Source: an optimization exercise on an open RTL-to-GDS flow (aim: a short achievable clock period and few clock cycles). Production flows keep margins and buffers that such runs may drop. Only simulation tests tie the RTL to the original design; equivalence was not proved. Power and IR drop assume default switching activity.

File: design/flow/run.sh
#!/bin/bash
# synth_recipe.tcl (not shown) runs the flow's synth.tcl, then flattens the netlist and writes it again
# the make line also repeats each setting of config.mk as NAME=value (left out here)
make -C /OpenROAD-flow-scripts/flow DESIGN_CONFIG=/design/flow/config.mk WORK_HOME=/design/flow/orfs CLKGATE_MAP_FILE= SYNTH_SCRIPT=/design/flow/synth_recipe.tcl finish
File: design/flow/config.mk
export PLATFORM = sky130hd
export DESIGN_NAME = cpu
export DESIGN_NICKNAME = cpu
export VERILOG_FILES = /design/flow/design.v
export SDC_FILE = /design/flow/constraint.sdc
export NUM_CORES = 4
export LEC_CHECK = 0
export CAP_MARGIN = 20
export CORE_MARGIN = 2
export CORE_UTILIZATION = 40
export SLEW_MARGIN = 20
File: design/flow/constraint.sdc
create_clock -name core_clock -period 11.0 [get_ports {clk}]
set_input_delay 2.2000 -clock core_clock [delete_from_list [all_inputs] [get_ports {clk}]]
set_output_delay 2.2000 -clock core_clock [all_outputs]
set_load 0.01 [all_outputs]
File: design/flow/design.v
module cpu (
    input           clk,
    input           rst,
    output          imem_en,
    output          imem_wen,
    output  [31:0]  imem_addr,
    output  [31:0]  imem_wdata,
    input   [31:0]  imem_rdata,
    output          dmem_en,
    output          dmem_wen,
    output  [31:0]  dmem_addr,
    output  [31:0]  dmem_wdata,
    input   [31:0]  dmem_rdata
);
    wire    [31:0]  pc;
    wire    [31:0]  inst;
    wire            branch_en;
    wire    [31:0]  branch_addr;
    wire    [31:0]  imm;
    wire            mem_read;
    wire            mem_write;
    wire            mem2reg;
    wire    [ 3:0]  aluop;
    wire    [ 1:0]  alu_src_a;
    wire    [ 1:0]  alu_src_b;
    wire    [31:0]  rf_qa;
    wire    [31:0]  rf_qb;
    wire    [31:0]  rf_di;
    wire    [31:0]  alu_do;
    wire    [31:0]  mem_do;
    PC u_PC (clk, rst, 32'h00001000, branch_en, branch_addr, pc);
    IF u_IF (pc, inst, imem_en, imem_wen, imem_addr, imem_wdata, imem_rdata);
    ID u_ID (clk, rst, pc, inst, imm, branch_en, branch_addr, mem_read, mem_write, mem2reg, aluop, alu_src_a, alu_src_b, rf_qa, rf_qb, rf_di);
    EX u_EX (pc, imm, rf_qa, rf_qb, aluop, alu_src_a, alu_src_b, alu_do);
    MA u_MA (alu_do, mem_read, mem_do, mem_write, rf_qb, dmem_en, dmem_wen, dmem_addr, dmem_wdata, dmem_rdata);
    WB u_WB (alu_do, mem_do, mem2reg, rf_di);
endmodule
module regfile (
    input           clk,
    input           rst,
    input   [ 4:0]  ra,
    input   [ 4:0]  rb,
    input           we,
    input   [ 4:0]  rd,
    input   [31:0]  di,
    output  [31:0]  qa,
    output  [31:0]  qb
);
    reg [31:0] rf [0:31];
    assign qa = ra == 0 ? 'h0 : rf[ra];
    assign qb = rb == 0 ? 'h0 : rf[rb];
    always @(posedge clk) begin
        if (!rst && we && rd != 0)
            rf[rd] <= di;
    end
endmodule
module PC (
    input           clk,
    input           rst_en,
    input   [31:0]  rst_addr,
    input           branch_en,
    input   [31:0]  branch_addr,
    output  [31:0]  pc
);
    reg [31:0] pcr;
    always @(posedge clk) begin
        if (rst_en)
            pcr <= rst_addr;
        else if (branch_en)
            pcr <= branch_addr;
        else
            pcr <= pcr + 'h4;
    end
    assign pc = pcr;
endmodule
module IF (
    input   [31:0]  pc,
    output  [31:0]  inst,
    output          imem_en,
    output          imem_wen,
    output  [31:0]  imem_addr,
    output  [31:0]  imem_wdata,
    input   [31:0]  imem_rdata
);
    assign  imem_en     = 1;
    assign  imem_wen    = 0;
    assign  imem_addr   = pc;
    assign  imem_wdata  = 'h0;
    assign  inst = { imem_rdata[7:0], imem_rdata[15:8], imem_rdata[23:16], imem_rdata[31:24] };
endmodule
module ID (
    input           clk,
    input           rst,
    input   [31:0]  pc,
    input   [31:0]  inst,
    output  [31:0]  imm,
    output          branch_en,
    output  [31:0]  branch_addr,
    output          mem_read,
    output          mem_write,
    output          mem2reg,
    output  [ 3:0]  aluop,
    output  [ 1:0]  alu_src_a,
    output  [ 1:0]  alu_src_b,
    output  [31:0]  rf_qa,
    output  [31:0]  rf_qb,
    input   [31:0]  rf_di
);
    wire [6:0] opcode = inst[6:0];
    wire [2:0] funct3 = inst[14:12];
    wire [6:0] funct7 = inst[31:25];
    wire lui    = opcode == 7'b0110111;
    wire auipc  = opcode == 7'b0010111;
    wire jal    = opcode == 7'b1101111;
    wire jalr   = opcode == 7'b1100111;
    wire beq    = opcode == 7'b1100011 && funct3 == 3'b000;
    wire bne    = opcode == 7'b1100011 && funct3 == 3'b001;
    wire blt    = opcode == 7'b1100011 && funct3 == 3'b100;
    wire bge    = opcode == 7'b1100011 && funct3 == 3'b101;
    wire bltu   = opcode == 7'b1100011 && funct3 == 3'b110;
    wire bgeu   = opcode == 7'b1100011 && funct3 == 3'b111;
    wire lw     = opcode == 7'b0000011 && funct3 == 3'b010;
    wire sw     = opcode == 7'b0100011 && funct3 == 3'b010;
    wire i_type = opcode == 7'b0010011;
    wire r_type = opcode == 7'b0110011;
    wire       rf_we = lui | auipc | jal | jalr | lw | i_type | r_type;
    wire [4:0] rf_ra = inst[19:15];
    wire [4:0] rf_rb = inst[24:20];
    wire [4:0] rf_rd = inst[11:7];
    regfile u_regfile (clk, rst, rf_ra, rf_rb, rf_we, rf_rd, rf_di, rf_qa, rf_qb);
    assign imm          =   lui | auipc                            ? { inst[31:12], 12'b0 }                                             :
                            jal                                    ? { {12{inst[31]}}, inst[31], inst[19:12], inst[20], inst[30:21] }   :
                            jalr | lw | i_type                     ? { {20{inst[31]}}, inst[31:20] }                                    :
                            beq | bne | blt | bge | bltu | bgeu    ? { {20{inst[31]}}, inst[31], inst[7], inst[30:25], inst[11:8] }     :
                            sw                                     ? { {20{inst[31]}}, inst[31:25], inst[11:7] }                        :
                            'h0;
    assign branch_en    =   jal | jalr |
                            (beq && rf_qa == rf_qb) |
                            (bne && rf_qa != rf_qb) |
                            (blt && $signed(rf_qa) <  $signed(rf_qb)) |
                            (bge && $signed(rf_qa) >= $signed(rf_qb)) |
                            (bltu && $unsigned(rf_qa) <  $unsigned(rf_qb)) |
                            (bgeu && $unsigned(rf_qa) >= $unsigned(rf_qb)) ;
    assign branch_addr  =   jal | beq | bne | blt | bge | bltu | bgeu   ? pc + (imm << 1)               :
                            jalr                                        ? (rf_qa + imm) & 32'hfffffffe  :
                            'h0;
    assign mem_read     =   lw;
    assign mem_write    =   sw;
    assign mem2reg      =   mem_read;
    assign aluop        =   lui | auipc | jal | jalr | lw | sw  ? 4'b0000                                   :
                            i_type                              ? { funct3 == 3'b101 & funct7[5] , funct3 } :
                            r_type                              ? { funct7[5], funct3 }                     :
                            4'b1111;
    assign alu_src_a    =   lw | sw | i_type | r_type        ? 2'b00 :    
                            lui                              ? 2'b10 :    
                            auipc | jal | jalr               ? 2'b01 :    
                            2'b11;
    assign alu_src_b    =   r_type                           ? 2'b00 :    
                            lui | auipc | lw | sw | i_type   ? 2'b01 :    
                            jal | jalr                       ? 2'b10 :    
                            2'b11;
endmodule
module EX (
    input   [31:0]  pc,
    input   [31:0]  imm,
    input   [31:0]  rf_qa,
    input   [31:0]  rf_qb,
    input   [ 3:0]  aluop,
    input   [ 1:0]  alu_src_a,
    input   [ 1:0]  alu_src_b,
    output  [31:0]  alu_do
);
    reg [31:0] at;
    reg [31:0] bt;
    reg [31:0] rt;
    always @(alu_src_a, pc, rf_qa) begin
        case (alu_src_a)
            2'b00: at = rf_qa; 
            2'b01: at = pc; 
            2'b10: at = 'h0; 
            default: at = 'h0;
        endcase
    end
    always @(alu_src_b, imm, rf_qb) begin
        case (alu_src_b)
            2'b00: bt = rf_qb;
            2'b01: bt = imm;
            2'b10: bt = 'h4; 
            default: bt = 'h0;
        endcase
    end
    always @(aluop, at, bt) begin
        case (aluop)
            4'b0000: rt = at + bt;
            4'b1000: rt = at - bt;
            4'b0001: rt = at << bt[4:0];
            4'b0010: rt = $signed(at) < $signed(bt) ? 'h1 : 'h0;
            4'b0011: rt = $unsigned(at) < $unsigned(bt) ? 'h1 : 'h0;
            4'b0100: rt = at ^ bt;
            4'b0101: rt = at >> bt[4:0];
            4'b1101: rt = $signed(at) >>> bt[4:0];
            4'b0110: rt = at | bt;
            4'b0111: rt = at & bt;
            default: rt = 'h0;
        endcase
    end
    assign alu_do = rt;
endmodule
module MA (
    input   [31:0]  alu_do,
    input           mem_read,
    output  [31:0]  mem_do,
    input           mem_write,
    input   [31:0]  rf_qb,
    output          dmem_en,
    output          dmem_wen,
    output  [31:0]  dmem_addr,
    output  [31:0]  dmem_wdata,
    input   [31:0]  dmem_rdata
);
    assign  dmem_en     = mem_read | mem_write;
    assign  dmem_wen    = mem_write;
    assign  dmem_addr   = dmem_en ? alu_do : 'h0;
    assign  dmem_wdata  = dmem_wen ? { rf_qb[7:0], rf_qb[15:8], rf_qb[23:16], rf_qb[31:24] } : 'h0;
    assign  mem_do = { dmem_rdata[7:0], dmem_rdata[15:8], dmem_rdata[23:16], dmem_rdata[31:24] };
endmodule
module WB (
    input   [31:0]  alu_do,
    input   [31:0]  mem_do,
    input           mem2reg,
    output  [31:0]  rf_di
);
    assign rf_di = mem2reg ? mem_do : alu_do;
endmodule
==> metrics list <==
- Least-Margin Pin Slew: 1140 ps
- The startpoint identified for the worst register-to-register timing path is u_ID.u_regfile.rf[6][0].
- Cell area after synthesis: 64600 µm²
- Register bit total from synthesis: 1055
* Avg Synthesized Cell Area: 13.2 µm²
- Arrival time reported for the critical path endpoint: 8640 ps
* CP Launch Point: imem_rdata[9]
- In this run the number of H-tree levels came out at 3.
- Port-buffer cells: 162
* Clock tree from TritonCTS: done
- Final routed wire length divided by cell count: 34.8 µm
- After detailed routing, the number of vias per cell comes to 6.57.
- Largest cells by area after synthesis: sky130_fd_sc_hd__edfxtp_1 48%, sky130_fd_sc_hd__mux4_2 15%, sky130_fd_sc_hd__mux2i_1 6.4%
- The clock drives 1055 sinks.
- After global routing the overflow that remains totals 0.
* Count of boundary I/O pins: 198
- Worst Reg-to-Reg Cells: 19
* Clock tree root driver cell: sky130_fd_sc_hd__clkbuf_16
* Final ANT Viol Nets: 0
- The commonest cells after synthesis are 1024 x sky130_fd_sc_hd__edfxtp_1, 434 x sky130_fd_sc_hd__mux4_2, 411 x sky130_fd_sc_hd__mux2i_1.
* Critical-path maximum fanout: 27
- Skew-Pair Late Insertion Delay: 800 ps
* Max Slew Vio Count: 0
- Synthesis instantiated 117 different standard cells from the library.
- From synthesis to final layout, the design area changed by 16.3%.
- Number of fill cells: 14285
- Width of the die: 406 µm
- Initial antenna violation count: 9
- Critical path's most frequent cell: sky130_fd_sc_hd__buf_4
- After clock tree synthesis, the clock-pin slew on the worst setup and hold paths is 50 ps.
- The worst hold path belongs to the class reg -> reg.
- First-pass detailed-route iteration total: 8
- Standard cell core area: 160000 µm²
- STA classifies the critical path endpoint as an output port.
* Asr flop ratio synth: 0%
- Setup repair after global routing could not meet its margin everywhere.
* Maximum count of clock buffers along a single path: 3
* Setup WS pre-CTS: -589 ps
* Top-count cell post-synth: sky130_fd_sc_hd__edfxtp_1
- Fin crit period: 10840 ps
* Placement Rows: 147
- Chip height: 406 µm
* Wire length of the first global-routing pass: 364 mm
- The startpoint identified for the worst hold timing path is u_PC.pcr[29].
- For this run, the register share of the synthesized area comes to 48.6%.
- STA puts the critical path data required time at 8800 ps.
* Total CTS buffers: 112
- For this configuration, the core starts out at a cell density of 40.3%.
- The worst pin sits at a relative slew slack of 24.1%.
- In this run the critical register-to-register path is captured at u_ID.u_regfile.rf[26][12].
- Power spread over the standard cell area amounts to 124 nW/µm².
- The wire-length estimate of the detail-placed layout is 184 mm.
- Derived from the worst setup path, the maximum achievable clock frequency is 0.0922 GHz.
* Destination of the critical timing path: dmem_addr[27]
- Worst vdd rail ir drop: 0.126 mV
* Cell type with the largest total area after synthesis: sky130_fd_sc_hd__edfxtp_1
- Detailed-route via count: 49578
- The worst setup path is launched from a primary input.
- In this run, the number of DRC markers left after iteration 0 of detailed routing was 6776.
- Hold Violations, Final: 0
- Clock Skews: 95.1 ps
- Number of nets in the final layout: 5547
- Static leakage: 28.1 nW
* Type of the setup path with the least slack: in -> out
* Overall Global Routing Usage: 31.3%
* Result of the run: complete, no violations
- Overall power of the completed layout: 9.28 mW
- YS warnings: 3
- Total wirelength of the detailed-routed design: 262 mm
- Gpl congestion: 1.06
* Vias in the first global route: 47821
- The largest individual stage delay along the critical path comes from the cell sky130_fd_sc_hd__clkdlybuf4s50_1.
- Biggest cell delay along the critical path: 580 ps
* Most instantiated flip-flop cell in the synthesis netlist: sky130_fd_sc_hd__edfxtp_1
- Final setup slack of the worst path: 159 ps
- Layout cell share with drive strength beyond 1: 23.4%
* Maximum number of pins on one net before global-route repair: 76
- Dividing the final minimum period by the clock period gives 98.6%.
- Die Outline Area: 165000 µm²
* R2R setup slack: 4360 ps
- Yosys mapped a number of flops with a built-in enable equal to 1024.
* Post-route DRC: 0
* Hold buffer count at CTS: 0
* Number of failing setup endpoints in the final timing report: 0
- Summed over its instances, the top area cell type makes up 47.6% of the synthesized netlist area.
- Number of maximum-capacitance violations: 0
- Synthesis handed over a netlist of 4887 instances.
## metrics by stage
step           std cells  util, %  instance area [µm²]  hold WS, ps  TNS (ps)
6_report            7544     46.8                75100          725         0
5_1_grt             7541     46.8                75100          744     -31.2
4_1_cts             7539     46.7                75000          704         0
3_5_place_dp        7329     44.4                71200          698      -761
3_3_place_gp        7329     44.4                71200          691      -499
2_1_floorplan       4952        -                64800          547         0
## sequential cells by signal (all words and copies together), names as in the netlist
name and count:
u_ID.u_regfile.rf 1024, u_PC.pcr 31
## critical path: cells and delay by family
family / cells / cell delay (ps)
buffers and inverters: 10 / 2580
AO/OA/AOI/OAI: 10 / 2500
AND/OR/NAND/NOR: 5 / 950
adder cells (fa/ha/maj): 1 / 370
## metal layers
layer  GRT usage, %  vias up  wire length [µm]
met4           15.1        6             14900
li1               -    20437                 -
met2           49.0     3065            119000
met5              0        -                43
met1           41.3    25454            101000
met3           7.03      616             27400
## layout make-up
type | instances | area (µm²) | share of cell area (%)
antenna | 3 | 7.51 | 0.00999
clock buffer | 141 | 2940 | 3.92
clock inverter | 69 | 790 | 1.05
inverter | 138 | 528 | 0.703
multi-input combinational | 3378 | 31500 | 41.9
sequential | 1055 | 31400 | 41.8
tap | 2160 | 2700 | 3.60
timing repair buffer | 600 | 5270 | 7.01
## placed cells by master (no fill, tap or decap), types with 130 or more instances in the layout
| cell type | netlist | final |
|---|---|---|
| sky130_fd_sc_hd__clkdlybuf4s50_1 | 0 | 155 |
| sky130_fd_sc_hd__a22oi_1 | 219 | 219 |
| sky130_fd_sc_hd__a21oi_1 | 219 | 204 |
| sky130_fd_sc_hd__edfxtp_1 | 1024 | 1024 |
| sky130_fd_sc_hd__ha_1 | 192 | 190 |
| sky130_fd_sc_hd__mux2i_1 | 411 | 411 |
| sky130_fd_sc_hd__mux4_2 | 434 | 434 |
| sky130_fd_sc_hd__inv_1 | 130 | 130 |
| sky130_fd_sc_hd__buf_4 | 62 | 412 |
| sky130_fd_sc_hd__nand2_1 | 210 | 210 |
| sky130_fd_sc_hd__nor2_1 | 340 | 304 |
## power breakdown
part | switching, mW | internal [mW]
combinational | 0.633 | 0.423
sequential | 0.0114 | 4.36
clock | 1.64 | 2.21
## logic make-up (layout without fill, tap and decap cells)
logic type | after synthesis | in the layout | share of synthesized area (%)
buffers and inverters | 519 | 948 | 3.94
xor gates and xnor gates | 90 | 90 | 1.22
muxes | 911 | 911 | 22.7
and+or+nand+nor | 978 | 978 | 7.29
AOI/OAI and AO/OA | 1136 | 1136 | 12.5
DFF | 1055 | 1055 | 48.6
adders and majority gates | 196 | 196 | 3.84
other | 2 | 70 | 0.0116
## repair_timing
action	4_1_cts	5_1_grt
pin swaps	0	1
endpoints found under the setup margin	5	11
resized for setup	6	28
setup buffers	0	2
## worst min path at each step
stage | endpoint | slack, ps | depth (start not counted)
4_1_cts | u_PC.pcr[1] | 700 | 2
3_5_place_dp | u_PC.pcr[29] | 700 | 3
2_1_floorplan | u_PC.pcr[1] | 550 | 2
5_1_grt | u_PC.pcr[21] | 740 | 3
3_3_place_gp | u_PC.pcr[29] | 690 | 3
6_report | u_PC.pcr[29] | 720 | 3

## what the ideal ports hide
No port has a modelled driver above. Below, the same layout with a new extraction and two added sets of constraints.
Step 1 (the two cells are an assumption about what drives the block):
set clk [get_ports {clk}]
set_driving_cell -lib_cell sky130_fd_sc_hd__clkbuf_16 $clk
set_driving_cell -lib_cell sky130_fd_sc_hd__buf_2 [delete_from_list [all_inputs] $clk]
Step 2 also shifts input and output timing later by t, the mid clock arrival at the registers, as if the neighbouring blocks saw the same clock.
Slacks: no drivers / after step 1 / after step 2; pairs: no drivers / after step 1.
t, ns: 0.834
setup slack, ns: 0.159 / 0.038 / 0.038
worst setup path after step 2: input to output
latest minus earliest clock arrival (ns): 0.095 / 0.095
After both steps this run still meets setup and hold. For this run, drivers alone change the setup slack by -0.121 ns; drivers and shift together by -0.121 ns.
